What follows belongs to an exercise in optimizing a design on an open flow for small area; a production flow would make more cautious choices.
Only simulation tests tie the RTL to the original design; equivalence was not proved.

--- flow/run.sh ---
#!/bin/bash
# synth_recipe.tcl (not shown) runs the flow's synth.tcl, then flattens the netlist and writes it again
# the make line also repeats each setting of config.mk as NAME=value (left out here)
make -C /OpenROAD-flow-scripts/flow DESIGN_CONFIG=/design/flow/config.mk WORK_HOME=/design/flow/orfs CLKGATE_MAP_FILE= SYNTH_SCRIPT=/design/flow/synth_recipe.tcl finish
--- flow/config.mk ---
export PLATFORM = sky130hd
export DESIGN_NAME = pipelined_fir
export DESIGN_NICKNAME = pipelined_fir
export VERILOG_FILES = /design/flow/design.v
export SDC_FILE = /design/flow/constraint.sdc
export NUM_CORES = 4
export LEC_CHECK = 0
export CAP_MARGIN = 20
export CORE_MARGIN = 2
export CORE_UTILIZATION = 40
export SLEW_MARGIN = 20
export SYNTH_HIERARCHICAL = 1
--- flow/constraint.sdc ---
create_clock -name core_clock -period 8.0 [get_ports {clk}]
set_input_delay 1.6000 -clock core_clock [delete_from_list [all_inputs] [get_ports {clk}]]
set_output_delay 1.6000 -clock core_clock [all_outputs]
set_load 0.01 [all_outputs]
--- flow/design.v ---
module pipelined_fir(clk,reset,xn,yn);
input clk,reset;
input signed [15:0] xn;
output wire signed [15:0] yn;
reg [15:0] a, b, c, d;
reg [15:0] yr;
wire [15:0] ysum;
always @(posedge clk or posedge reset)
  if (reset) begin
    a <= 16'd0; b <= 16'd0; c <= 16'd0; d <= 16'd0; yr <= 16'd0;
  end else begin
    a <= xn; b <= a; c <= b; d <= c; yr <= ysum;
  end
assign yn = yr;
wire s1 = a[1] ^ b[0];
wire c2 = ~(a[1] | b[0]);
wire s3, c4;
fir_fa u_s3 (.a(1'b0), .b(a[0]), .c(a[2]), .s(s3), .co(c4));
wire s5, c6;
fir_fa u_s5 (.a(b[1]), .b(c[0]), .c(c[2]), .s(s5), .co(c6));
wire s7 = c2 ^ s3;
wire c8 = c2 & ~s3;
wire s9, c10;
fir_fa u_s9 (.a(1'b0), .b(a[1]), .c(a[3]), .s(s9), .co(c10));
wire s11, c12;
fir_fa u_s11 (.a(b[2]), .b(c[1]), .c(c[3]), .s(s11), .co(c12));
wire s13, c14;
fir_fa u_s13 (.a(c4), .b(c6), .c(s11), .s(s13), .co(c14));
wire i15 = ~s9;
wire s16, c17;
fir_fa u_s16 (.a(d[0]), .b(i15), .c(c8), .s(s16), .co(c17));
wire s18, c19;
fir_fa u_s18 (.a(1'b0), .b(a[2]), .c(a[4]), .s(s18), .co(c19));
wire s20, c21;
fir_fa u_s20 (.a(b[0]), .b(b[3]), .c(c[2]), .s(s20), .co(c21));
wire s22, c23;
fir_fa u_s22 (.a(c[4]), .b(c10), .c(c12), .s(s22), .co(c23));
wire i24 = ~d[1];
wire s25, c26;
fir_fa u_s25 (.a(i24), .b(s18), .c(s20), .s(s25), .co(c26));
wire s27, c28;
fir_fa u_s27 (.a(c14), .b(s22), .c(s25), .s(s27), .co(c28));
wire s29, c30;
fir_fa u_s29 (.a(1'b0), .b(a[3]), .c(a[5]), .s(s29), .co(c30));
wire s31, c32;
fir_fa u_s31 (.a(b[1]), .b(b[4]), .c(c[0]), .s(s31), .co(c32));
wire i33 = ~d[0];
wire s34, c35;
fir_fa u_s34 (.a(c[3]), .b(c[5]), .c(i33), .s(s34), .co(c35));
wire s36, c37;
fir_fa u_s36 (.a(c19), .b(c21), .c(s29), .s(s36), .co(c37));
wire i38 = ~d[2];
wire s39, c40;
fir_fa u_s39 (.a(i38), .b(s31), .c(s34), .s(s39), .co(c40));
wire s41, c42;
fir_fa u_s41 (.a(c23), .b(c26), .c(s36), .s(s41), .co(c42));
wire s43 = s39 ^ c28;
wire c44 = ~(s39 | c28);
wire s45, c46;
fir_fa u_s45 (.a(a[0]), .b(a[4]), .c(a[6]), .s(s45), .co(c46));
wire s47, c48;
fir_fa u_s47 (.a(b[0]), .b(b[2]), .c(b[5]), .s(s47), .co(c48));
wire s49, c50;
fir_fa u_s49 (.a(c[1]), .b(c[4]), .c(c[6]), .s(s49), .co(c50));
wire s51, c52;
fir_fa u_s51 (.a(c30), .b(c32), .c(c35), .s(s51), .co(c52));
wire s53, c54;
fir_fa u_s53 (.a(s45), .b(s47), .c(s49), .s(s53), .co(c54));
wire s55, c56;
fir_fa u_s55 (.a(c37), .b(c40), .c(s51), .s(s55), .co(c56));
wire i57 = ~s53;
wire s58, c59;
fir_fa u_s58 (.a(d[1]), .b(d[3]), .c(i57), .s(s58), .co(c59));
wire i60 = ~s58;
wire s61, c62;
fir_fa u_s61 (.a(c42), .b(s55), .c(i60), .s(s61), .co(c62));
wire s63, c64;
fir_fa u_s63 (.a(1'b0), .b(a[1]), .c(a[5]), .s(s63), .co(c64));
wire s65, c66;
fir_fa u_s65 (.a(a[7]), .b(b[1]), .c(b[3]), .s(s65), .co(c66));
wire s67, c68;
fir_fa u_s67 (.a(b[6]), .b(c[2]), .c(c[5]), .s(s67), .co(c68));
wire i69 = ~c[7];
wire s70, c71;
fir_fa u_s70 (.a(i69), .b(d[2]), .c(d[4]), .s(s70), .co(c71));
wire s72, c73;
fir_fa u_s72 (.a(c46), .b(c48), .c(c50), .s(s72), .co(c73));
wire s74, c75;
fir_fa u_s74 (.a(s63), .b(s65), .c(s67), .s(s74), .co(c75));
wire s76, c77;
fir_fa u_s76 (.a(c52), .b(c54), .c(s72), .s(s76), .co(c77));
wire s78, c79;
fir_fa u_s78 (.a(s74), .b(c56), .c(s76), .s(s78), .co(c79));
wire i80 = ~s78;
wire s81, c82;
fir_fa u_s81 (.a(s70), .b(c59), .c(i80), .s(s81), .co(c82));
wire s83, c84;
fir_fa u_s83 (.a(d[0]), .b(d[3]), .c(d[5]), .s(s83), .co(c84));
wire s85, c86;
fir_fa u_s85 (.a(1'b0), .b(a[2]), .c(a[6]), .s(s85), .co(c86));
wire s87, c88;
fir_fa u_s87 (.a(a[8]), .b(b[0]), .c(b[2]), .s(s87), .co(c88));
wire s89, c90;
fir_fa u_s89 (.a(b[4]), .b(b[7]), .c(c[3]), .s(s89), .co(c90));
wire s91, c92;
fir_fa u_s91 (.a(c[6]), .b(c[8]), .c(c64), .s(s91), .co(c92));
wire s93, c94;
fir_fa u_s93 (.a(c66), .b(c68), .c(s85), .s(s93), .co(c94));
wire i95 = ~s87;
wire s96, c97;
fir_fa u_s96 (.a(c71), .b(s83), .c(i95), .s(s96), .co(c97));
wire s98, c99;
fir_fa u_s98 (.a(s89), .b(c73), .c(c75), .s(s98), .co(c99));
wire i100 = ~s96;
wire s101, c102;
fir_fa u_s101 (.a(s91), .b(s93), .c(i100), .s(s101), .co(c102));
wire s103, c104;
fir_fa u_s103 (.a(c77), .b(s98), .c(s101), .s(s103), .co(c104));
wire s105 = c79 ^ s103;
wire c106 = ~(c79 | s103);
wire s107, c108;
fir_fa u_s107 (.a(a[0]), .b(d[1]), .c(d[4]), .s(s107), .co(c108));
wire s109, c110;
fir_fa u_s109 (.a(a[3]), .b(a[7]), .c(a[9]), .s(s109), .co(c110));
wire s111, c112;
fir_fa u_s111 (.a(b[1]), .b(b[3]), .c(b[5]), .s(s111), .co(c112));
wire s113, c114;
fir_fa u_s113 (.a(b[8]), .b(c[4]), .c(c[7]), .s(s113), .co(c114));
wire s115, c116;
fir_fa u_s115 (.a(d[6]), .b(c84), .c(s107), .s(s115), .co(c116));
wire s117, c118;
fir_fa u_s117 (.a(c[9]), .b(c86), .c(c88), .s(s117), .co(c118));
wire s119, c120;
fir_fa u_s119 (.a(c90), .b(s109), .c(s111), .s(s119), .co(c120));
wire s121, c122;
fir_fa u_s121 (.a(s113), .b(c92), .c(c94), .s(s121), .co(c122));
wire i123 = ~s117;
wire s124, c125;
fir_fa u_s124 (.a(i123), .b(c97), .c(s115), .s(s124), .co(c125));
wire s126, c127;
fir_fa u_s126 (.a(s119), .b(c99), .c(s121), .s(s126), .co(c127));
wire i128 = ~s124;
wire s129, c130;
fir_fa u_s129 (.a(i128), .b(c102), .c(s126), .s(s129), .co(c130));
wire s131 = c104 ^ c106;
wire c132 = ~c104 & c106;
wire s133, c134;
fir_fa u_s133 (.a(a[1]), .b(c[0]), .c(d[2]), .s(s133), .co(c134));
wire s135, c136;
fir_fa u_s135 (.a(a[10]), .b(a[4]), .c(a[8]), .s(s135), .co(c136));
wire s137, c138;
fir_fa u_s137 (.a(b[2]), .b(b[4]), .c(b[6]), .s(s137), .co(c138));
wire s139, c140;
fir_fa u_s139 (.a(b[9]), .b(c[10]), .c(c[5]), .s(s139), .co(c140));
wire i141 = ~c[8];
wire s142, c143;
fir_fa u_s142 (.a(i141), .b(d[5]), .c(d[7]), .s(s142), .co(c143));
wire s144, c145;
fir_fa u_s144 (.a(c110), .b(c112), .c(c114), .s(s144), .co(c145));
wire s146, c147;
fir_fa u_s146 (.a(c108), .b(s133), .c(s142), .s(s146), .co(c147));
wire s148, c149;
fir_fa u_s148 (.a(s135), .b(s137), .c(s139), .s(s148), .co(c149));
wire s150, c151;
fir_fa u_s150 (.a(c118), .b(c120), .c(s144), .s(s150), .co(c151));
wire i152 = ~s148;
wire s153, c154;
fir_fa u_s153 (.a(c116), .b(i152), .c(s146), .s(s153), .co(c154));
wire i155 = ~c125;
wire s156, c157;
fir_fa u_s156 (.a(c122), .b(i155), .c(s150), .s(s156), .co(c157));
wire i158 = ~s153;
wire s159, c160;
fir_fa u_s159 (.a(i158), .b(c127), .c(s156), .s(s159), .co(c160));
wire s161 = c130 ^ s159;
wire c162 = ~(c130 | s159);
wire s163, c164;
fir_fa u_s163 (.a(a[2]), .b(c[1]), .c(d[0]), .s(s163), .co(c164));
wire s165, c166;
fir_fa u_s165 (.a(d[3]), .b(d[6]), .c(d[8]), .s(s165), .co(c166));
wire s167, c168;
fir_fa u_s167 (.a(1'b0), .b(a[0]), .c(a[11]), .s(s167), .co(c168));
wire s169, c170;
fir_fa u_s169 (.a(a[5]), .b(a[9]), .c(b[10]), .s(s169), .co(c170));
wire s171, c172;
fir_fa u_s171 (.a(b[3]), .b(b[5]), .c(b[7]), .s(s171), .co(c172));
wire s173, c174;
fir_fa u_s173 (.a(c[11]), .b(c[6]), .c(c[9]), .s(s173), .co(c174));
wire s175, c176;
fir_fa u_s175 (.a(c134), .b(c143), .c(s163), .s(s175), .co(c176));
wire s177, c178;
fir_fa u_s177 (.a(c136), .b(c138), .c(c140), .s(s177), .co(c178));
wire s179, c180;
fir_fa u_s179 (.a(s167), .b(s169), .c(s171), .s(s179), .co(c180));
wire s181, c182;
fir_fa u_s181 (.a(s173), .b(c145), .c(c149), .s(s181), .co(c182));
wire s183, c184;
fir_fa u_s183 (.a(s165), .b(c147), .c(s175), .s(s183), .co(c184));
wire s185, c186;
fir_fa u_s185 (.a(s177), .b(s179), .c(c151), .s(s185), .co(c186));
wire i187 = ~s181;
wire s188, c189;
fir_fa u_s188 (.a(i187), .b(c154), .c(s183), .s(s188), .co(c189));
wire i190 = ~s188;
wire s191, c192;
fir_fa u_s191 (.a(s185), .b(c157), .c(i190), .s(s191), .co(c192));
wire s193 = c160 ^ s191;
wire c194 = ~(c160 | s191);
wire s195, c196;
fir_fa u_s195 (.a(a[3]), .b(c[0]), .c(c[2]), .s(s195), .co(c196));
wire s197, c198;
fir_fa u_s197 (.a(d[1]), .b(d[4]), .c(d[7]), .s(s197), .co(c198));
wire s199, c200;
fir_fa u_s199 (.a(1'b0), .b(a[10]), .c(a[12]), .s(s199), .co(c200));
wire s201, c202;
fir_fa u_s201 (.a(a[1]), .b(a[6]), .c(b[0]), .s(s201), .co(c202));
wire s203, c204;
fir_fa u_s203 (.a(b[11]), .b(b[4]), .c(b[6]), .s(s203), .co(c204));
wire s205, c206;
fir_fa u_s205 (.a(b[8]), .b(c[10]), .c(c[12]), .s(s205), .co(c206));
wire s207, c208;
fir_fa u_s207 (.a(d[9]), .b(c164), .c(c166), .s(s207), .co(c208));
wire s209, c210;
fir_fa u_s209 (.a(c[7]), .b(c168), .c(c170), .s(s209), .co(c210));
wire s211, c212;
fir_fa u_s211 (.a(c172), .b(c174), .c(s199), .s(s211), .co(c212));
wire s213, c214;
fir_fa u_s213 (.a(s201), .b(s203), .c(s205), .s(s213), .co(c214));
wire s215, c216;
fir_fa u_s215 (.a(s195), .b(s197), .c(c176), .s(s215), .co(c216));
wire s217, c218;
fir_fa u_s217 (.a(c178), .b(c180), .c(s209), .s(s217), .co(c218));
wire i219 = ~s207;
wire s220, c221;
fir_fa u_s220 (.a(i219), .b(s211), .c(s213), .s(s220), .co(c221));
wire s222, c223;
fir_fa u_s222 (.a(c182), .b(s217), .c(s220), .s(s222), .co(c223));
wire i224 = ~c186;
wire s225, c226;
fir_fa u_s225 (.a(c184), .b(s215), .c(i224), .s(s225), .co(c226));
wire i227 = ~s222;
wire s228, c229;
fir_fa u_s228 (.a(c189), .b(i227), .c(s225), .s(s228), .co(c229));
wire s230 = c192 ^ c194;
wire c231 = ~c192 & c194;
wire s232, c233;
fir_fa u_s232 (.a(a[0]), .b(a[4]), .c(c[1]), .s(s232), .co(c233));
wire s234, c235;
fir_fa u_s234 (.a(c[3]), .b(d[10]), .c(d[2]), .s(s234), .co(c235));
wire s236, c237;
fir_fa u_s236 (.a(a[11]), .b(a[13]), .c(a[2]), .s(s236), .co(c237));
wire s238, c239;
fir_fa u_s238 (.a(a[7]), .b(b[12]), .c(b[1]), .s(s238), .co(c239));
wire s240, c241;
fir_fa u_s240 (.a(b[5]), .b(b[7]), .c(b[9]), .s(s240), .co(c241));
wire s242, c243;
fir_fa u_s242 (.a(c[11]), .b(c[13]), .c(c[8]), .s(s242), .co(c243));
wire s244, c245;
fir_fa u_s244 (.a(d[5]), .b(d[8]), .c(c196), .s(s244), .co(c245));
wire s246, c247;
fir_fa u_s246 (.a(c198), .b(s232), .c(s234), .s(s246), .co(c247));
wire s248, c249;
fir_fa u_s248 (.a(c200), .b(c202), .c(c204), .s(s248), .co(c249));
wire s250, c251;
fir_fa u_s250 (.a(c206), .b(s236), .c(s238), .s(s250), .co(c251));
wire s252, c253;
fir_fa u_s252 (.a(s240), .b(s242), .c(c210), .s(s252), .co(c253));
wire s254, c255;
fir_fa u_s254 (.a(c208), .b(s244), .c(s246), .s(s254), .co(c255));
wire s256, c257;
fir_fa u_s256 (.a(c212), .b(c214), .c(s248), .s(s256), .co(c257));
wire s258, c259;
fir_fa u_s258 (.a(s250), .b(c218), .c(s252), .s(s258), .co(c259));
wire i260 = ~c216;
wire s261, c262;
fir_fa u_s261 (.a(i260), .b(c221), .c(s256), .s(s261), .co(c262));
wire s263, c264;
fir_fa u_s263 (.a(s258), .b(c223), .c(s261), .s(s263), .co(c264));
wire i265 = ~s263;
wire s266, c267;
fir_fa u_s266 (.a(s254), .b(c226), .c(i265), .s(s266), .co(c267));
wire s268, c269;
fir_ha u_s268 (.a(c229), .b(s266), .s(s268), .co(c269));
wire s270, c271;
fir_fa u_s270 (.a(a[1]), .b(a[5]), .c(c[0]), .s(s270), .co(c271));
wire s272, c273;
fir_fa u_s272 (.a(c[2]), .b(c[4]), .c(d[0]), .s(s272), .co(c273));
wire s274, c275;
fir_fa u_s274 (.a(d[11]), .b(d[3]), .c(d[6]), .s(s274), .co(c275));
wire s276, c277;
fir_fa u_s276 (.a(1'b0), .b(a[12]), .c(a[14]), .s(s276), .co(c277));
wire s278, c279;
fir_fa u_s278 (.a(a[3]), .b(a[8]), .c(b[0]), .s(s278), .co(c279));
wire s280, c281;
fir_fa u_s280 (.a(b[10]), .b(b[13]), .c(b[2]), .s(s280), .co(c281));
wire s282, c283;
fir_fa u_s282 (.a(b[6]), .b(b[8]), .c(c[12]), .s(s282), .co(c283));
wire i284 = ~d[9];
wire s285, c286;
fir_fa u_s285 (.a(c[14]), .b(c[9]), .c(i284), .s(s285), .co(c286));
wire s287, c288;
fir_fa u_s287 (.a(c233), .b(c235), .c(s270), .s(s287), .co(c288));
wire s289, c290;
fir_fa u_s289 (.a(c237), .b(c239), .c(c241), .s(s289), .co(c290));
wire s291, c292;
fir_fa u_s291 (.a(c243), .b(s276), .c(s278), .s(s291), .co(c292));
wire s293, c294;
fir_fa u_s293 (.a(s280), .b(s282), .c(s285), .s(s293), .co(c294));
wire s295, c296;
fir_fa u_s295 (.a(s272), .b(s274), .c(c245), .s(s295), .co(c296));
wire s297, c298;
fir_fa u_s297 (.a(c249), .b(c251), .c(s289), .s(s297), .co(c298));
wire i299 = ~s291;
wire s300, c301;
fir_fa u_s300 (.a(c247), .b(s287), .c(i299), .s(s300), .co(c301));
wire s302, c303;
fir_fa u_s302 (.a(s293), .b(c253), .c(c257), .s(s302), .co(c303));
wire i304 = ~s297;
wire s305, c306;
fir_fa u_s305 (.a(s295), .b(c255), .c(i304), .s(s305), .co(c306));
wire s307, c308;
fir_fa u_s307 (.a(c259), .b(c262), .c(s302), .s(s307), .co(c308));
wire i309 = ~c264;
wire s310, c311;
fir_fa u_s310 (.a(s300), .b(s305), .c(i309), .s(s310), .co(c311));
wire i312 = ~s307;
wire s313, c314;
fir_fa u_s313 (.a(i312), .b(c267), .c(s310), .s(s313), .co(c314));
wire s315, c316;
fir_fa u_s315 (.a(a[15]), .b(a[2]), .c(a[6]), .s(s315), .co(c316));
wire s317, c318;
fir_fa u_s317 (.a(c[15]), .b(c[1]), .c(c[3]), .s(s317), .co(c318));
wire s319, c320;
fir_fa u_s319 (.a(c[5]), .b(d[10]), .c(d[12]), .s(s319), .co(c320));
wire s321, c322;
fir_fa u_s321 (.a(d[1]), .b(d[4]), .c(d[7]), .s(s321), .co(c322));
wire s323, c324;
fir_fa u_s323 (.a(1'b0), .b(a[0]), .c(a[13]), .s(s323), .co(c324));
wire s325, c326;
fir_fa u_s325 (.a(a[4]), .b(a[9]), .c(b[11]), .s(s325), .co(c326));
wire s327, c328;
fir_fa u_s327 (.a(b[14]), .b(b[1]), .c(b[3]), .s(s327), .co(c328));
wire s329, c330;
fir_fa u_s329 (.a(b[7]), .b(b[9]), .c(c[10]), .s(s329), .co(c330));
wire s331, c332;
fir_fa u_s331 (.a(c271), .b(c273), .c(c275), .s(s331), .co(c332));
wire s333, c334;
fir_fa u_s333 (.a(s315), .b(s317), .c(s319), .s(s333), .co(c334));
wire s335, c336;
fir_fa u_s335 (.a(c[13]), .b(c277), .c(c279), .s(s335), .co(c336));
wire s337, c338;
fir_fa u_s337 (.a(c281), .b(c283), .c(c286), .s(s337), .co(c338));
wire s339, c340;
fir_fa u_s339 (.a(s323), .b(s325), .c(s327), .s(s339), .co(c340));
wire s341, c342;
fir_fa u_s341 (.a(s321), .b(c288), .c(s331), .s(s341), .co(c342));
wire s343, c344;
fir_fa u_s343 (.a(s329), .b(c290), .c(c292), .s(s343), .co(c344));
wire s345, c346;
fir_fa u_s345 (.a(s335), .b(c294), .c(s337), .s(s345), .co(c346));
wire i347 = ~s339;
wire s348, c349;
fir_fa u_s348 (.a(s333), .b(i347), .c(c296), .s(s348), .co(c349));
wire s350, c351;
fir_fa u_s350 (.a(c298), .b(s343), .c(s345), .s(s350), .co(c351));
wire s352, c353;
fir_fa u_s352 (.a(s341), .b(c301), .c(s348), .s(s352), .co(c353));
wire i354 = ~c306;
wire s355, c356;
fir_fa u_s355 (.a(c303), .b(i354), .c(s350), .s(s355), .co(c356));
wire i357 = ~s352;
wire s358, c359;
fir_fa u_s358 (.a(c308), .b(i357), .c(s355), .s(s358), .co(c359));
wire s360 = c311 ^ s358;
wire c361 = c311 & ~s358;
wire s362, c363;
fir_fa u_s362 (.a(a[3]), .b(a[7]), .c(b[15]), .s(s362), .co(c363));
wire s364, c365;
fir_fa u_s364 (.a(c[2]), .b(c[4]), .c(c[6]), .s(s364), .co(c365));
wire s366, c367;
fir_fa u_s366 (.a(d[11]), .b(d[13]), .c(d[2]), .s(s366), .co(c367));
wire s368, c369;
fir_fa u_s368 (.a(a[10]), .b(a[14]), .c(a[1]), .s(s368), .co(c369));
wire s370, c371;
fir_fa u_s370 (.a(a[5]), .b(b[10]), .c(b[12]), .s(s370), .co(c371));
wire s372, c373;
fir_fa u_s372 (.a(b[2]), .b(b[4]), .c(b[8]), .s(s372), .co(c373));
wire i374 = ~d[5];
wire s375, c376;
fir_fa u_s375 (.a(c[11]), .b(c[14]), .c(i374), .s(s375), .co(c376));
wire s377, c378;
fir_fa u_s377 (.a(d[8]), .b(c316), .c(c318), .s(s377), .co(c378));
wire s379, c380;
fir_fa u_s379 (.a(c320), .b(c322), .c(s362), .s(s379), .co(c380));
wire s381, c382;
fir_fa u_s381 (.a(c324), .b(c326), .c(c328), .s(s381), .co(c382));
wire s383, c384;
fir_fa u_s383 (.a(c330), .b(s368), .c(s370), .s(s383), .co(c384));
wire i385 = ~s372;
wire s386, c387;
fir_fa u_s386 (.a(s364), .b(s366), .c(i385), .s(s386), .co(c387));
wire s388, c389;
fir_fa u_s388 (.a(c332), .b(c334), .c(s377), .s(s388), .co(c389));
wire s390, c391;
fir_fa u_s390 (.a(s375), .b(c336), .c(c338), .s(s390), .co(c391));
wire s392, c393;
fir_fa u_s392 (.a(c340), .b(s381), .c(s383), .s(s392), .co(c393));
wire s394, c395;
fir_fa u_s394 (.a(s379), .b(s386), .c(c342), .s(s394), .co(c395));
wire s396, c397;
fir_fa u_s396 (.a(c344), .b(c346), .c(s390), .s(s396), .co(c397));
wire i398 = ~s392;
wire s399, c400;
fir_fa u_s399 (.a(s388), .b(i398), .c(c349), .s(s399), .co(c400));
wire i401 = ~s394;
wire s402, c403;
fir_fa u_s402 (.a(i401), .b(c351), .c(s396), .s(s402), .co(c403));
wire i404 = ~c356;
wire s405, c406;
fir_fa u_s405 (.a(c353), .b(s399), .c(i404), .s(s405), .co(c406));
wire i407 = ~s405;
wire s408, c409;
fir_fa u_s408 (.a(s402), .b(c359), .c(i407), .s(s408), .co(c409));
wire s410, c411;
fir_fa u_s410 (.a(a[15]), .b(a[4]), .c(a[8]), .s(s410), .co(c411));
wire s412, c413;
fir_fa u_s412 (.a(c[15]), .b(c[3]), .c(c[5]), .s(s412), .co(c413));
wire s414, c415;
fir_fa u_s414 (.a(c[7]), .b(d[12]), .c(d[14]), .s(s414), .co(c415));
wire s416, c417;
fir_fa u_s416 (.a(d[3]), .b(d[6]), .c(d[9]), .s(s416), .co(c417));
wire s418, c419;
fir_fa u_s418 (.a(1'b0), .b(a[11]), .c(a[2]), .s(s418), .co(c419));
wire s420, c421;
fir_fa u_s420 (.a(a[6]), .b(b[11]), .c(b[13]), .s(s420), .co(c421));
wire s422, c423;
fir_fa u_s422 (.a(b[3]), .b(b[5]), .c(b[9]), .s(s422), .co(c423));
wire s424, c425;
fir_fa u_s424 (.a(c363), .b(c365), .c(c367), .s(s424), .co(c425));
wire s426, c427;
fir_fa u_s426 (.a(s410), .b(s412), .c(s414), .s(s426), .co(c427));
wire s428, c429;
fir_fa u_s428 (.a(c[12]), .b(c369), .c(c371), .s(s428), .co(c429));
wire s430, c431;
fir_fa u_s430 (.a(c373), .b(c376), .c(s418), .s(s430), .co(c431));
wire i432 = ~s416;
wire s433, c434;
fir_fa u_s433 (.a(i432), .b(s420), .c(s422), .s(s433), .co(c434));
wire s435, c436;
fir_fa u_s435 (.a(c378), .b(c380), .c(s424), .s(s435), .co(c436));
wire s437, c438;
fir_fa u_s437 (.a(c382), .b(c384), .c(s428), .s(s437), .co(c438));
wire i439 = ~s430;
wire s440, c441;
fir_fa u_s440 (.a(c387), .b(s426), .c(i439), .s(s440), .co(c441));
wire s442, c443;
fir_fa u_s442 (.a(s433), .b(c391), .c(c393), .s(s442), .co(c443));
wire i444 = ~s437;
wire s445, c446;
fir_fa u_s445 (.a(c389), .b(s435), .c(i444), .s(s445), .co(c446));
wire i447 = ~c397;
wire s448, c449;
fir_fa u_s448 (.a(s440), .b(c395), .c(i447), .s(s448), .co(c449));
wire i450 = ~s442;
wire s451, c452;
fir_fa u_s451 (.a(i450), .b(s445), .c(c400), .s(s451), .co(c452));
wire i453 = ~c403;
wire s454, c455;
fir_fa u_s454 (.a(i453), .b(s448), .c(s451), .s(s454), .co(c455));
wire s456, c457;
fir_ha u_s456 (.a(c406), .b(s454), .s(s456), .co(c457));
wire s458, c459;
fir_fa u_s458 (.a(a[5]), .b(a[9]), .c(c[4]), .s(s458), .co(c459));
wire s460, c461;
fir_fa u_s460 (.a(c[6]), .b(c[8]), .c(d[10]), .s(s460), .co(c461));
wire s462, c463;
fir_fa u_s462 (.a(d[13]), .b(d[4]), .c(d[7]), .s(s462), .co(c463));
wire s464, c465;
fir_fa u_s464 (.a(1'b0), .b(a[12]), .c(a[3]), .s(s464), .co(c465));
wire s466, c467;
fir_fa u_s466 (.a(a[7]), .b(b[10]), .c(b[12]), .s(s466), .co(c467));
wire s468, c469;
fir_fa u_s468 (.a(b[14]), .b(b[4]), .c(b[6]), .s(s468), .co(c469));
wire s470, c471;
fir_fa u_s470 (.a(c411), .b(c413), .c(c415), .s(s470), .co(c471));
wire s472, c473;
fir_fa u_s472 (.a(c417), .b(s458), .c(s460), .s(s472), .co(c473));
wire s474, c475;
fir_fa u_s474 (.a(c[13]), .b(d[15]), .c(c419), .s(s474), .co(c475));
wire s476, c477;
fir_fa u_s476 (.a(c421), .b(c423), .c(s464), .s(s476), .co(c477));
wire i478 = ~s462;
wire s479, c480;
fir_fa u_s479 (.a(i478), .b(s466), .c(s468), .s(s479), .co(c480));
wire s481, c482;
fir_fa u_s481 (.a(c425), .b(c427), .c(s470), .s(s481), .co(c482));
wire s483, c484;
fir_fa u_s483 (.a(c429), .b(c431), .c(s474), .s(s483), .co(c484));
wire s485, c486;
fir_fa u_s485 (.a(c434), .b(s476), .c(s479), .s(s485), .co(c486));
wire s487, c488;
fir_fa u_s487 (.a(s472), .b(c436), .c(s481), .s(s487), .co(c488));
wire s489, c490;
fir_fa u_s489 (.a(c438), .b(s483), .c(s485), .s(s489), .co(c490));
wire s491, c492;
fir_fa u_s491 (.a(c441), .b(c446), .c(s487), .s(s491), .co(c492));
wire i493 = ~c449;
wire s494, c495;
fir_fa u_s494 (.a(c443), .b(s489), .c(i493), .s(s494), .co(c495));
wire s496, c497;
fir_fa u_s496 (.a(s491), .b(c452), .c(c455), .s(s496), .co(c497));
wire s498 = s494 ^ c457;
wire c499 = ~s494 & c457;
wire s500, c501;
fir_fa u_s500 (.a(a[10]), .b(a[6]), .c(b[15]), .s(s500), .co(c501));
wire s502, c503;
fir_fa u_s502 (.a(c[5]), .b(c[7]), .c(c[9]), .s(s502), .co(c503));
wire s504, c505;
fir_fa u_s504 (.a(d[11]), .b(d[14]), .c(d[5]), .s(s504), .co(c505));
wire s506, c507;
fir_fa u_s506 (.a(1'b0), .b(a[13]), .c(a[4]), .s(s506), .co(c507));
wire s508, c509;
fir_fa u_s508 (.a(a[8]), .b(b[11]), .c(b[13]), .s(s508), .co(c509));
wire s510, c511;
fir_fa u_s510 (.a(b[5]), .b(b[7]), .c(c[14]), .s(s510), .co(c511));
wire s512, c513;
fir_fa u_s512 (.a(d[8]), .b(c459), .c(c461), .s(s512), .co(c513));
wire s514, c515;
fir_fa u_s514 (.a(c463), .b(s500), .c(s502), .s(s514), .co(c515));
wire s516, c517;
fir_fa u_s516 (.a(c465), .b(c467), .c(c469), .s(s516), .co(c517));
wire s518, c519;
fir_fa u_s518 (.a(s506), .b(s508), .c(s510), .s(s518), .co(c519));
wire s520, c521;
fir_fa u_s520 (.a(s504), .b(c471), .c(c473), .s(s520), .co(c521));
wire s522, c523;
fir_fa u_s522 (.a(c475), .b(c477), .c(s516), .s(s522), .co(c523));
wire i524 = ~c480;
wire s525, c526;
fir_fa u_s525 (.a(s512), .b(i524), .c(s514), .s(s525), .co(c526));
wire s527, c528;
fir_fa u_s527 (.a(s518), .b(c484), .c(s522), .s(s527), .co(c528));
wire s529, c530;
fir_fa u_s529 (.a(c482), .b(s520), .c(s525), .s(s529), .co(c530));
wire s531, c532;
fir_fa u_s531 (.a(c486), .b(s527), .c(c490), .s(s531), .co(c532));
wire s533, c534;
fir_fa u_s533 (.a(c488), .b(s529), .c(c492), .s(s533), .co(c534));
wire i535 = ~s533;
wire s536, c537;
fir_fa u_s536 (.a(s531), .b(c495), .c(i535), .s(s536), .co(c537));
wire s538 = s536 ^ c497;
wire c539 = ~s536 & c497;
wire s540, c541;
fir_fa u_s540 (.a(a[11]), .b(a[7]), .c(c[10]), .s(s540), .co(c541));
wire s542, c543;
fir_fa u_s542 (.a(c[15]), .b(c[6]), .c(c[8]), .s(s542), .co(c543));
wire s544, c545;
fir_fa u_s544 (.a(d[12]), .b(d[6]), .c(d[9]), .s(s544), .co(c545));
wire s546, c547;
fir_fa u_s546 (.a(a[14]), .b(a[5]), .c(a[9]), .s(s546), .co(c547));
wire s548, c549;
fir_fa u_s548 (.a(b[12]), .b(b[14]), .c(b[6]), .s(s548), .co(c549));
wire s550, c551;
fir_fa u_s550 (.a(c501), .b(c503), .c(c505), .s(s550), .co(c551));
wire s552, c553;
fir_fa u_s552 (.a(s540), .b(s542), .c(s544), .s(s552), .co(c553));
wire s554, c555;
fir_fa u_s554 (.a(b[8]), .b(d[15]), .c(c507), .s(s554), .co(c555));
wire s556, c557;
fir_fa u_s556 (.a(c509), .b(c511), .c(s546), .s(s556), .co(c557));
wire s558, c559;
fir_fa u_s558 (.a(c513), .b(c515), .c(s550), .s(s558), .co(c559));
wire s560, c561;
fir_fa u_s560 (.a(s548), .b(c517), .c(c519), .s(s560), .co(c561));
wire i562 = ~s552;
wire s563, c564;
fir_fa u_s563 (.a(s554), .b(i562), .c(s556), .s(s563), .co(c564));
wire s565, c566;
fir_fa u_s565 (.a(c521), .b(s558), .c(c526), .s(s565), .co(c566));
wire s567, c568;
fir_fa u_s567 (.a(c523), .b(s560), .c(s563), .s(s567), .co(c568));
wire i569 = ~c528;
wire s570, c571;
fir_fa u_s570 (.a(i569), .b(c530), .c(s565), .s(s570), .co(c571));
wire i572 = ~s570;
wire s573, c574;
fir_fa u_s573 (.a(s567), .b(c532), .c(i572), .s(s573), .co(c574));
wire i575 = ~c534;
wire s576, c577;
fir_fa u_s576 (.a(i575), .b(s573), .c(c537), .s(s576), .co(c577));
wire s578, c579;
fir_fa u_s578 (.a(a[12]), .b(a[15]), .c(a[8]), .s(s578), .co(c579));
wire s580, c581;
fir_fa u_s580 (.a(b[15]), .b(c[11]), .c(c[7]), .s(s580), .co(c581));
wire s582, c583;
fir_fa u_s582 (.a(c[9]), .b(d[10]), .c(d[13]), .s(s582), .co(c583));
wire s584, c585;
fir_fa u_s584 (.a(a[10]), .b(a[6]), .c(b[13]), .s(s584), .co(c585));
wire i586 = ~d[7];
wire s587, c588;
fir_fa u_s587 (.a(b[7]), .b(b[9]), .c(i586), .s(s587), .co(c588));
wire s589, c590;
fir_fa u_s589 (.a(c541), .b(c543), .c(c545), .s(s589), .co(c590));
wire s591, c592;
fir_fa u_s591 (.a(s578), .b(s580), .c(s582), .s(s591), .co(c592));
wire s593, c594;
fir_fa u_s593 (.a(c547), .b(c549), .c(s584), .s(s593), .co(c594));
wire s595, c596;
fir_fa u_s595 (.a(c551), .b(c553), .c(s589), .s(s595), .co(c596));
wire s597, c598;
fir_fa u_s597 (.a(s587), .b(c555), .c(c557), .s(s597), .co(c598));
wire s599, c600;
fir_fa u_s599 (.a(s591), .b(c559), .c(s595), .s(s599), .co(c600));
wire s601, c602;
fir_fa u_s601 (.a(s593), .b(c561), .c(s597), .s(s601), .co(c602));
wire s603, c604;
fir_fa u_s603 (.a(c564), .b(s601), .c(c568), .s(s603), .co(c604));
wire s605, c606;
fir_fa u_s605 (.a(c566), .b(s599), .c(c571), .s(s605), .co(c606));
wire i607 = ~s605;
wire s608, c609;
fir_fa u_s608 (.a(s603), .b(i607), .c(c574), .s(s608), .co(c609));
wire s610, c611;
fir_fa u_s610 (.a(a[13]), .b(a[9]), .c(c[10]), .s(s610), .co(c611));
wire s612, c613;
fir_fa u_s612 (.a(c[12]), .b(c[8]), .c(d[11]), .s(s612), .co(c613));
wire s614, c615;
fir_fa u_s614 (.a(a[11]), .b(a[7]), .c(b[10]), .s(s614), .co(c615));
wire i616 = ~d[14];
wire s617, c618;
fir_fa u_s617 (.a(b[14]), .b(b[8]), .c(i616), .s(s617), .co(c618));
wire s619, c620;
fir_fa u_s619 (.a(d[8]), .b(c579), .c(c581), .s(s619), .co(c620));
wire s621, c622;
fir_fa u_s621 (.a(c583), .b(s610), .c(s612), .s(s621), .co(c622));
wire s623, c624;
fir_fa u_s623 (.a(c585), .b(c588), .c(s614), .s(s623), .co(c624));
wire s625, c626;
fir_fa u_s625 (.a(c590), .b(c592), .c(s619), .s(s625), .co(c626));
wire s627, c628;
fir_fa u_s627 (.a(s617), .b(c594), .c(s623), .s(s627), .co(c628));
wire s629, c630;
fir_fa u_s629 (.a(s621), .b(c596), .c(s625), .s(s629), .co(c630));
wire s631, c632;
fir_fa u_s631 (.a(c598), .b(s627), .c(c602), .s(s631), .co(c632));
wire i633 = ~s631;
wire s634, c635;
fir_fa u_s634 (.a(c600), .b(s629), .c(i633), .s(s634), .co(c635));
wire i636 = ~c604;
wire s637, c638;
fir_fa u_s637 (.a(i636), .b(c606), .c(s634), .s(s637), .co(c638));
wire s639, c640;
fir_fa u_s639 (.a(a[10]), .b(a[14]), .c(b[15]), .s(s639), .co(c640));
wire s641, c642;
fir_fa u_s641 (.a(c[11]), .b(c[13]), .c(c[9]), .s(s641), .co(c642));
wire s643, c644;
fir_fa u_s643 (.a(1'b0), .b(a[12]), .c(a[8]), .s(s643), .co(c644));
wire s645, c646;
fir_fa u_s645 (.a(b[11]), .b(b[9]), .c(d[15]), .s(s645), .co(c646));
wire s647, c648;
fir_fa u_s647 (.a(d[12]), .b(d[9]), .c(c611), .s(s647), .co(c648));
wire s649, c650;
fir_fa u_s649 (.a(c613), .b(s639), .c(s641), .s(s649), .co(c650));
wire s651, c652;
fir_fa u_s651 (.a(c615), .b(c618), .c(s643), .s(s651), .co(c652));
wire s653, c654;
fir_fa u_s653 (.a(c620), .b(c622), .c(s647), .s(s653), .co(c654));
wire s655, c656;
fir_fa u_s655 (.a(s645), .b(c624), .c(s651), .s(s655), .co(c656));
wire s657, c658;
fir_fa u_s657 (.a(s649), .b(c626), .c(s653), .s(s657), .co(c658));
wire i659 = ~c630;
wire s660, c661;
fir_fa u_s660 (.a(c628), .b(s655), .c(i659), .s(s660), .co(c661));
wire i662 = ~s657;
wire s663, c664;
fir_fa u_s663 (.a(i662), .b(c632), .c(s660), .s(s663), .co(c664));
wire s665 = c635 ^ s663;
wire c666 = c635 & ~s663;
wire s667, c668;
fir_fa u_s667 (.a(a[11]), .b(c[10]), .c(c[12]), .s(s667), .co(c668));
wire s669, c670;
fir_fa u_s669 (.a(c[14]), .b(d[10]), .c(d[13]), .s(s669), .co(c670));
wire s671, c672;
fir_fa u_s671 (.a(1'b0), .b(a[13]), .c(a[15]), .s(s671), .co(c672));
wire s673, c674;
fir_fa u_s673 (.a(a[9]), .b(b[10]), .c(b[12]), .s(s673), .co(c674));
wire s675, c676;
fir_fa u_s675 (.a(c640), .b(c642), .c(s667), .s(s675), .co(c676));
wire s677, c678;
fir_fa u_s677 (.a(c644), .b(c646), .c(s671), .s(s677), .co(c678));
wire s679, c680;
fir_fa u_s679 (.a(s669), .b(c648), .c(c650), .s(s679), .co(c680));
wire s681, c682;
fir_fa u_s681 (.a(s673), .b(c652), .c(s677), .s(s681), .co(c682));
wire s683, c684;
fir_fa u_s683 (.a(s675), .b(c654), .c(s679), .s(s683), .co(c684));
wire i685 = ~c658;
wire s686, c687;
fir_fa u_s686 (.a(c656), .b(s681), .c(i685), .s(s686), .co(c687));
wire i688 = ~s683;
wire s689, c690;
fir_fa u_s689 (.a(i688), .b(c661), .c(s686), .s(s689), .co(c690));
wire s691 = c664 ^ s689;
wire c692 = ~(c664 | s689);
wire s693, c694;
fir_fa u_s693 (.a(a[12]), .b(c[11]), .c(c[13]), .s(s693), .co(c694));
wire s695, c696;
fir_fa u_s695 (.a(1'b0), .b(a[10]), .c(a[14]), .s(s695), .co(c696));
wire s697, c698;
fir_fa u_s697 (.a(b[11]), .b(b[13]), .c(c[15]), .s(s697), .co(c698));
wire s699, c700;
fir_fa u_s699 (.a(d[11]), .b(d[14]), .c(c668), .s(s699), .co(c700));
wire s701, c702;
fir_fa u_s701 (.a(c672), .b(c674), .c(s695), .s(s701), .co(c702));
wire i703 = ~s697;
wire s704, c705;
fir_fa u_s704 (.a(c670), .b(s693), .c(i703), .s(s704), .co(c705));
wire i706 = ~c678;
wire s707, c708;
fir_fa u_s707 (.a(c676), .b(i706), .c(s699), .s(s707), .co(c708));
wire i709 = ~s701;
wire s710, c711;
fir_fa u_s710 (.a(i709), .b(s704), .c(c680), .s(s710), .co(c711));
wire s712, c713;
fir_fa u_s712 (.a(s707), .b(c684), .c(s710), .s(s712), .co(c713));
wire i714 = ~s712;
wire s715, c716;
fir_fa u_s715 (.a(c682), .b(c687), .c(i714), .s(s715), .co(c716));
wire s717 = c690 ^ s715;
wire c718 = ~(c690 | s715);
wire s719, c720;
fir_fa u_s719 (.a(a[13]), .b(a[15]), .c(c[12]), .s(s719), .co(c720));
wire s721, c722;
fir_fa u_s721 (.a(a[11]), .b(b[12]), .c(b[14]), .s(s721), .co(c722));
wire i723 = ~d[15];
wire s724, c725;
fir_fa u_s724 (.a(c[14]), .b(d[12]), .c(i723), .s(s724), .co(c725));
wire s726, c727;
fir_fa u_s726 (.a(c696), .b(c698), .c(s721), .s(s726), .co(c727));
wire s728, c729;
fir_fa u_s728 (.a(c694), .b(s719), .c(s724), .s(s728), .co(c729));
wire s730, c731;
fir_fa u_s730 (.a(c700), .b(c705), .c(s728), .s(s730), .co(c731));
wire i732 = ~c708;
wire s733, c734;
fir_fa u_s733 (.a(c702), .b(s726), .c(i732), .s(s733), .co(c734));
wire i735 = ~s733;
wire s736, c737;
fir_fa u_s736 (.a(s730), .b(c711), .c(i735), .s(s736), .co(c737));
wire i738 = ~c716;
wire s739, c740;
fir_fa u_s739 (.a(c713), .b(s736), .c(i738), .s(s739), .co(c740));
wire s741, c742;
fir_fa u_s741 (.a(a[14]), .b(b[15]), .c(c[13]), .s(s741), .co(c742));
wire s743, c744;
fir_fa u_s743 (.a(a[12]), .b(b[13]), .c(c[15]), .s(s743), .co(c744));
wire s745, c746;
fir_fa u_s745 (.a(d[13]), .b(c720), .c(c725), .s(s745), .co(c746));
wire i747 = ~s741;
wire s748, c749;
fir_fa u_s748 (.a(c722), .b(i747), .c(s743), .s(s748), .co(c749));
wire i750 = ~c727;
wire s751, c752;
fir_fa u_s751 (.a(i750), .b(c729), .c(s745), .s(s751), .co(c752));
wire i753 = ~s748;
wire s754, c755;
fir_fa u_s754 (.a(i753), .b(c731), .c(s751), .s(s754), .co(c755));
wire i756 = ~c734;
wire s757, c758;
fir_fa u_s757 (.a(i756), .b(s754), .c(c737), .s(s757), .co(c758));
wire s759, c760;
fir_fa u_s759 (.a(1'b0), .b(a[13]), .c(a[15]), .s(s759), .co(c760));
wire i761 = ~b[14];
wire s762, c763;
fir_fa u_s762 (.a(i761), .b(c[14]), .c(d[14]), .s(s762), .co(c763));
wire i764 = ~c742;
wire s765, c766;
fir_fa u_s765 (.a(i764), .b(c744), .c(s759), .s(s765), .co(c766));
wire i767 = ~c749;
wire s768, c769;
fir_fa u_s768 (.a(s762), .b(c746), .c(i767), .s(s768), .co(c769));
wire i770 = ~s765;
wire s771, c772;
fir_fa u_s771 (.a(i770), .b(c752), .c(s768), .s(s771), .co(c772));
wire s773, c774;
fir_ha u_s773 (.a(c755), .b(s771), .s(s773), .co(c774));
wire s775, c776;
fir_fa u_s775 (.a(1'b0), .b(a[14]), .c(c[15]), .s(s775), .co(c776));
wire s777, c778;
fir_fa u_s777 (.a(d[15]), .b(c760), .c(s775), .s(s777), .co(c778));
wire i779 = ~c766;
wire s780, c781;
fir_fa u_s780 (.a(b[15]), .b(c763), .c(i779), .s(s780), .co(c781));
wire i782 = ~s777;
wire s783, c784;
fir_fa u_s783 (.a(i782), .b(c769), .c(s780), .s(s783), .co(c784));
wire s785, c786;
fir_ha u_s785 (.a(c772), .b(s783), .s(s785), .co(c786));
wire i787 = ~a[15];
wire s788, c789;
fir_fa u_s788 (.a(i787), .b(c776), .c(c778), .s(s788), .co(c789));
wire i790 = ~s788;
wire s791, c792;
fir_fa u_s791 (.a(c781), .b(i790), .c(c784), .s(s791), .co(c792));
wire g793 = ~a[0] & ~c[0];
wire p794 = ~a[0] ^ ~c[0];
wire g795 = ~c[1] & s1;
wire p796 = ~c[1] ^ s1;
wire g797 = ~s5 & ~s7;
wire p798 = ~s5 ^ ~s7;
wire g799 = ~s13 & s16;
wire p800 = ~s13 ^ s16;
wire g801 = c17 & ~s27;
wire p802 = c17 ^ ~s27;
wire g803 = ~s41 & s43;
wire p804 = ~s41 ^ s43;
wire g805 = c44 & ~s61;
wire p806 = c44 ^ ~s61;
wire g807 = ~c62 & s81;
wire p808 = ~c62 ^ s81;
wire g809 = s105 & c82;
wire p810 = s105 ^ c82;
wire g811 = ~s129 & ~s131;
wire p812 = ~s129 ^ ~s131;
wire g813 = c132 & s161;
wire p814 = c132 ^ s161;
wire g815 = c162 & s193;
wire p816 = c162 ^ s193;
wire g817 = s228 & ~s230;
wire p818 = s228 ^ ~s230;
wire g819 = c231 & s268;
wire p820 = c231 ^ s268;
wire g821 = c269 & s313;
wire p822 = c269 ^ s313;
wire g823 = ~s360 & c314;
wire p824 = ~s360 ^ c314;
wire g825 = c361 & ~s408;
wire p826 = c361 ^ ~s408;
wire g827 = s456 & ~c409;
wire p828 = s456 ^ ~c409;
wire g829 = s496 & ~s498;
wire p830 = s496 ^ ~s498;
wire g831 = c499 & ~s538;
wire p832 = c499 ^ ~s538;
wire g833 = c539 & ~s576;
wire p834 = c539 ^ ~s576;
wire g835 = ~s608 & ~c577;
wire p836 = ~s608 ^ ~c577;
wire g837 = ~c609 & s637;
wire p838 = ~c609 ^ s637;
wire g839 = ~s665 & c638;
wire p840 = ~s665 ^ c638;
wire g841 = c666 & s691;
wire p842 = c666 ^ s691;
wire g843 = c692 & s717;
wire p844 = c692 ^ s717;
wire g845 = c718 & s739;
wire p846 = c718 ^ s739;
wire g847 = s757 & c740;
wire p848 = s757 ^ c740;
wire g849 = s773 & c758;
wire p850 = s773 ^ c758;
wire g851 = s785 & c774;
wire p852 = s785 ^ c774;
wire g853 = c786 & s791;
wire p854 = c786 ^ s791;
wire g855 = ~c789 & c792;
wire p856 = ~c789 ^ c792;
wire G857 = g795 | p796 & g793;
wire P858 = p796 & p794;
wire G859 = g799 | p800 & g797;
wire P860 = p800 & p798;
wire G861 = g803 | p804 & g801;
wire P862 = p804 & p802;
wire G863 = g807 | p808 & g805;
wire P864 = p808 & p806;
wire G865 = g811 | p812 & g809;
wire P866 = p812 & p810;
wire G867 = g815 | p816 & g813;
wire P868 = p816 & p814;
wire G869 = g819 | p820 & g817;
wire P870 = p820 & p818;
wire G871 = g823 | p824 & g821;
wire P872 = p824 & p822;
wire G873 = g827 | p828 & g825;
wire P874 = p828 & p826;
wire G875 = g831 | p832 & g829;
wire P876 = p832 & p830;
wire G877 = g835 | p836 & g833;
wire P878 = p836 & p834;
wire G879 = g839 | p840 & g837;
wire P880 = p840 & p838;
wire G881 = g843 | p844 & g841;
wire P882 = p844 & p842;
wire G883 = g847 | p848 & g845;
wire P884 = p848 & p846;
wire G885 = g851 | p852 & g849;
wire P886 = p852 & p850;
wire G887 = g855 | p856 & g853;
wire P888 = p856 & p854;
wire G889 = g797 | p798 & G857;
wire P890 = p798 & P858;
wire G891 = G859 | P860 & G857;
wire P892 = P860 & P858;
wire G893 = g805 | p806 & G861;
wire P894 = p806 & P862;
wire G895 = G863 | P864 & G861;
wire P896 = P864 & P862;
wire G897 = g813 | p814 & G865;
wire P898 = p814 & P866;
wire G899 = G867 | P868 & G865;
wire P900 = P868 & P866;
wire G901 = g821 | p822 & G869;
wire P902 = p822 & P870;
wire G903 = G871 | P872 & G869;
wire P904 = P872 & P870;
wire G905 = g829 | p830 & G873;
wire P906 = p830 & P874;
wire G907 = G875 | P876 & G873;
wire P908 = P876 & P874;
wire G909 = g837 | p838 & G877;
wire P910 = p838 & P878;
wire G911 = G879 | P880 & G877;
wire P912 = P880 & P878;
wire G913 = g845 | p846 & G881;
wire P914 = p846 & P882;
wire G915 = G883 | P884 & G881;
wire P916 = P884 & P882;
wire G917 = g853 | p854 & G885;
wire P918 = p854 & P886;
wire G919 = G887 | P888 & G885;
wire P920 = P888 & P886;
wire G921 = g801 | p802 & G891;
wire P922 = p802 & P892;
wire G923 = G861 | P862 & G891;
wire P924 = P862 & P892;
wire G925 = G893 | P894 & G891;
wire P926 = P894 & P892;
wire G927 = G895 | P896 & G891;
wire P928 = P896 & P892;
wire G929 = g817 | p818 & G899;
wire P930 = p818 & P900;
wire G931 = G869 | P870 & G899;
wire P932 = P870 & P900;
wire G933 = G901 | P902 & G899;
wire P934 = P902 & P900;
wire G935 = G903 | P904 & G899;
wire P936 = P904 & P900;
wire G937 = g833 | p834 & G907;
wire P938 = p834 & P908;
wire G939 = G877 | P878 & G907;
wire P940 = P878 & P908;
wire G941 = G909 | P910 & G907;
wire P942 = P910 & P908;
wire G943 = G911 | P912 & G907;
wire P944 = P912 & P908;
wire G945 = g849 | p850 & G915;
wire P946 = p850 & P916;
wire G947 = G885 | P886 & G915;
wire P948 = P886 & P916;
wire G949 = G917 | P918 & G915;
wire P950 = P918 & P916;
wire G951 = G919 | P920 & G915;
wire P952 = P920 & P916;
wire G953 = g809 | p810 & G927;
wire P954 = p810 & P928;
wire G955 = G865 | P866 & G927;
wire P956 = P866 & P928;
wire G957 = G897 | P898 & G927;
wire P958 = P898 & P928;
wire G959 = G899 | P900 & G927;
wire P960 = P900 & P928;
wire G961 = G929 | P930 & G927;
wire P962 = P930 & P928;
wire G963 = G931 | P932 & G927;
wire P964 = P932 & P928;
wire G965 = G933 | P934 & G927;
wire P966 = P934 & P928;
wire G967 = G935 | P936 & G927;
wire P968 = P936 & P928;
wire G969 = g841 | p842 & G943;
wire P970 = p842 & P944;
wire G971 = G881 | P882 & G943;
wire P972 = P882 & P944;
wire G973 = G913 | P914 & G943;
wire P974 = P914 & P944;
wire G975 = G915 | P916 & G943;
wire P976 = P916 & P944;
wire G977 = G945 | P946 & G943;
wire P978 = P946 & P944;
wire G979 = G947 | P948 & G943;
wire P980 = P948 & P944;
wire G981 = G949 | P950 & G943;
wire P982 = P950 & P944;
wire G983 = G951 | P952 & G943;
wire P984 = P952 & P944;
wire G985 = g825 | p826 & G967;
wire P986 = p826 & P968;
wire G987 = G873 | P874 & G967;
wire P988 = P874 & P968;
wire G989 = G905 | P906 & G967;
wire P990 = P906 & P968;
wire G991 = G907 | P908 & G967;
wire P992 = P908 & P968;
wire G993 = G937 | P938 & G967;
wire P994 = P938 & P968;
wire G995 = G939 | P940 & G967;
wire P996 = P940 & P968;
wire G997 = G941 | P942 & G967;
wire P998 = P942 & P968;
wire G999 = G943 | P944 & G967;
wire P1000 = P944 & P968;
wire G1001 = G969 | P970 & G967;
wire P1002 = P970 & P968;
wire G1003 = G971 | P972 & G967;
wire P1004 = P972 & P968;
wire G1005 = G973 | P974 & G967;
wire P1006 = P974 & P968;
wire G1007 = G975 | P976 & G967;
wire P1008 = P976 & P968;
wire G1009 = G977 | P978 & G967;
wire P1010 = P978 & P968;
wire G1011 = G979 | P980 & G967;
wire P1012 = P980 & P968;
wire G1013 = G981 | P982 & G967;
wire P1014 = P982 & P968;
wire G1015 = G983 | P984 & G967;
wire P1016 = P984 & P968;
wire y1017 = p826 ^ G967;
wire y1018 = p828 ^ G985;
wire y1019 = p830 ^ G987;
wire y1020 = p832 ^ G989;
wire y1021 = p834 ^ G991;
wire y1022 = p836 ^ G993;
wire y1023 = p838 ^ G995;
wire y1024 = p840 ^ G997;
wire y1025 = p842 ^ G999;
wire y1026 = p844 ^ G1001;
wire y1027 = p846 ^ G1003;
wire y1028 = p848 ^ G1005;
wire y1029 = p850 ^ G1007;
wire y1030 = p852 ^ G1009;
wire y1031 = p854 ^ G1011;
wire y1032 = p856 ^ G1013;
assign ysum = {y1032, y1031, y1030, y1029, y1028, y1027, y1026, y1025, y1024, y1023, y1022, y1021, y1020, y1019, y1018, y1017};
endmodule
module fir_fa(a, b, c, s, co);
input a, b, c;
output s, co;
assign s = a ^ b ^ c;
assign co = (a & b) | (a & c) | (b & c);
endmodule
module fir_ha(a, b, s, co);
input a, b;
output s, co;
assign s = a ^ b;
assign co = a & b;
endmodule
==> results_dict.tcl <==
set metrics [dict create \
    fin_crit_ns 6.163 \
    clock-sinks 80 \
    r2r_start "a[10]$_DFF_PP0_" \
    post-route-drc-count 0 \
    status "finished clean" \
    dp_cells 1056 \
    antennaDiodeCount 0 \
    synth_mux_area_share_pct 0 \
    cp-start-kind "flop" \
    tns_ns 0 \
    synth-xor-area-share_pct 1.263 \
    clk_latency_ns 0.37 \
    htreeDepth 3 \
    synthSimpleGateAreaFrac_pct 1.408 \
    die_w_um 165.2 \
    cp_max_fo 8 \
    synth_top_cell_by_area "fa_1" \
    yosys-top-cells-area "fa_1 65%, dfrtp_1 19%, ha_1 5.8%" \
    clock_path_buffers 2 \
    overflow 0 \
    synth_edf_count 0 \
    clkSlewWorstSetupHoldPaths_ns 0.08 \
    dieArea_um2 27310 \
    area_growth_pct 11.18 \
    grtUsageTotal_pct 19.68 \
    fin_skew_ns 0.01250 \
    wl_per_cell_um 22.42 \
    cts_buffers 9 \
    post_cts.repair.setup_buffers 0 \
    ys_top_cells_by_count "339 x fa_1, 120 x inv_1, 80 x dfrtp_1" \
    ys_seq_elements 80 \
    finalHoldViolations 0 \
    rsz0062_at_grt "false" \
    hp-class "flop to flop" \
    yosysMostFrequentCell "fa_1" \
    crit_start "a[10]$_DFF_PP0_" \
    core_um2 25760 \
    arrival_ns 6.42 \
    hp-start "c[0]$_DFF_PP0_" \
    async_flop_share_pct 100.0 \
    maxCapViolations 0 \
    fin_nets 1137 \
    cp-end-kind "flop" \
    root_buffer "clkbuf_16" \
    synth_top_family_by_area "adder cells" \
    ioPinCount 34 \
    drt_iter0_markers 260 \
    critPathKind "flop to flop" \
    ys_types 33 \
    synth_flop_cell "dfrtp_1" \
    holdPathStages 0 \
    cts_tree "done" \
    synth_fa_ha_area_share_pct 71.03 \
    final_cells 1072 \
    timing.fmax_ghz 0.1623 \
    firstDrtPassIters 4 \
    r2r_cells 19 \
    antenna_found_initial 0 \
    setup_viol 0 \
    r2r_slack_ns 1.84 \
    drive_gt1_share_pct 3.799 \
    place_area_um2 11230 \
    relSlewSlack_pct 47.13 \
    synth_compound_area_share_pct 2.683 \
    gp_congestion 0.9245 \
    slew_viol_final 0 \
    ant_nets 0 \
    nFillCells 2284 \
    grt_max_degree 62 \
    syn_area_um2 10400 \
    critical_path_required_ns 8.26 \
    grt_pass1_wl_um 37360 \
    drt-total-wl_um 24030 \
    worstMarginPinSlew_ns 0.7931 \
    grt_pass1_vias 6312 \
    num_vias 5298 \
    port_buffers 33 \
    fin_crit_sh_pct 77.04 \
    cts_resized 0 \
    synthCells 669 \
    cts.hold.buffers_added 0 \
    r2r_end "yr[10]$_DFF_PP0_" \
    dpl.hpwl_um 20380 \
    die_h_um 165.2 \
    core.rowCount 59 \
    yosysWarnings 7 \
    synth.avg_cell_area_um2 15.55 \
    whs_endpoint "d[0]$_DFF_PP0_" \
    initial_core_util_pct 40.37 \
    final_area_um2 11560 \
    synth_top_area_share_pct 65.26 \
    seq_area_frac_synth_pct 19.25 \
    routed_via_density 4.942 \
]
-- per-stage QoR --
| stage | util, % | setup WS [ns] | hold slack, ns |
|---|---|---|---|
| finish | 44.88 | 1.837 | 0.6342 |
| global route | 44.88 | 1.516 | 0.6668 |
| CTS | 44.88 | 1.779 | 0.6446 |
| detailed placement | 43.59 | 1.795 | 0.6347 |
| global placement | 43.59 | 1.818 | 0.6524 |
| floorplan | - | 2.361 | 0.5552 |
-- worst max path at each step --
| stage | end | slack [ns] |
|---|---|---|
| after detailed placement | yr[10]$_DFF_PP0_ | 1.80 |
| final | yr[10]$_DFF_PP0_ | 1.84 |
| after global placement | yr[10]$_DFF_PP0_ | 1.82 |
| after CTS | yr[10]$_DFF_PP0_ | 1.78 |
| after floorplan | yr[10]$_DFF_PP0_ | 2.36 |
| after global routing | yr[10]$_DFF_PP0_ | 1.52 |
-- logic make-up (layout without fill, tap and decap cells) --
group	after synthesis	after routing
AOI/OAI and AO/OA	36	36
adders and majority gates	387	387
DFF	80	80
xor gates and xnor gates	15	15
other	1	18
buffers and inverters	120	171
and+or+nand+nor	30	30
-- flip-flops by register name, indices dropped and copies added (netlist names) --
| signal | count |
|---|---|
| yr | 16 |
| a | 16 |
| d | 16 |
| b | 16 |
| c | 16 |
-- layout make-up --
| cell class | count | area, µm² | share of cell area [%] |
|---|---|---|---|
| Clock inverter | 7 | 107.6 | 0.9306 |
| Clock buffer | 9 | 225.2 | 1.948 |
| Tap cell | 335 | 419.2 | 3.625 |
| Inverter | 120 | 451.7 | 3.907 |
| Sequential cell | 80 | 2002 | 17.31 |
| Timing Repair Buffer | 35 | 345.3 | 2.987 |
| Multi-Input combinational cell | 486 | 8011 | 69.29 |
-- metal layers --
layer	vias up	wire length (µm)	global-route usage, %
met3	41	1524	3.372
met1	2962	9519	26.90
met2	168	12290	32.03
li1	2127	-	-
met5	-	0	0
met4	0	695	7.115
-- critical path, stage by stage, from the launching register on --
cell       delay, ns
dfrtp_1         0.75
fa_1            0.53
fa_1            0.44
fa_1            0.56
inv_1           0.08
fa_1            0.40
fa_1            0.41
fa_1            0.48
inv_1           0.05
fa_1            0.47
inv_1           0.04
ha_1            0.27
ha_1            0.33
and3_2          0.20
nand3_1         0.12
a21oi_4         0.21
o2111ai_4       0.19
a21boi_1        0.25
o22ai_1         0.13
xnor2_1         0.13
-- cell usage in the layout (no fill, tap or decap), types with 2 or more instances in the layout --
| cell | Yosys | routed |
|---|---|---|
| a21o_1 | 7 | 7 |
| xnor2_1 | 14 | 14 |
| fa_1 | 339 | 339 |
| buf_4 | 0 | 2 |
| conb_1 | 1 | 18 |
| or2_2 | 2 | 2 |
| inv_8 | 0 | 2 |
| o22ai_1 | 2 | 2 |
| dfrtp_1 | 80 | 80 |
| ha_1 | 48 | 48 |
| nand2_1 | 6 | 6 |
| inv_6 | 0 | 2 |
| bufinv_16 | 0 | 2 |
| clkdlybuf4s50_1 | 0 | 33 |
| o21ai_0 | 3 | 3 |
| a21oi_1 | 11 | 11 |
| o21a_1 | 2 | 2 |
| inv_1 | 120 | 119 |
| nor2_1 | 10 | 10 |
| nor3_1 | 3 | 3 |
| nand4_1 | 4 | 4 |
| clkbuf_16 | 0 | 9 |
-- per-module statistics from Yosys, one instance, submodules excluded --
module         cells  cell area, µm²
fir_ha             1           12.51
pipelined_fir    327            3583
fir_fa             1           20.02

-- separate check: timing with driven ports --
No port has a modelled driver above. Below, the same layout with a new extraction and two added sets of constraints. Step 1 (the two cells are an assumption about what drives the block):
set clk [get_ports {clk}]
set_driving_cell -lib_cell sky130_fd_sc_hd__clkbuf_16 $clk
set_driving_cell -lib_cell sky130_fd_sc_hd__buf_2 [delete_from_list [all_inputs] $clk]
Step 2 adds t to the input delays and takes it off the output delays; t is the mean of the earliest and latest rising clock arrival at the registers after step 1. Input paths then give back, and output paths get back, about the clock's delay inside the block. Slacks: ideal / step 1 / step 2; pairs: ideal / step 1.
t (ns): 0.409
setup slack, ns: 1.837 / 1.837 / 1.837
clock arrival spread, ns: 0.013 / 0.013
worst register clock-pin slew, ns: 0.08 / 0.08
worst data-port slew with drivers (ns): 0.04
After both steps setup and hold are still met in this run. For this run, drivers alone change the setup slack by 0.000 ns; drivers and shift together by 0.000 ns.
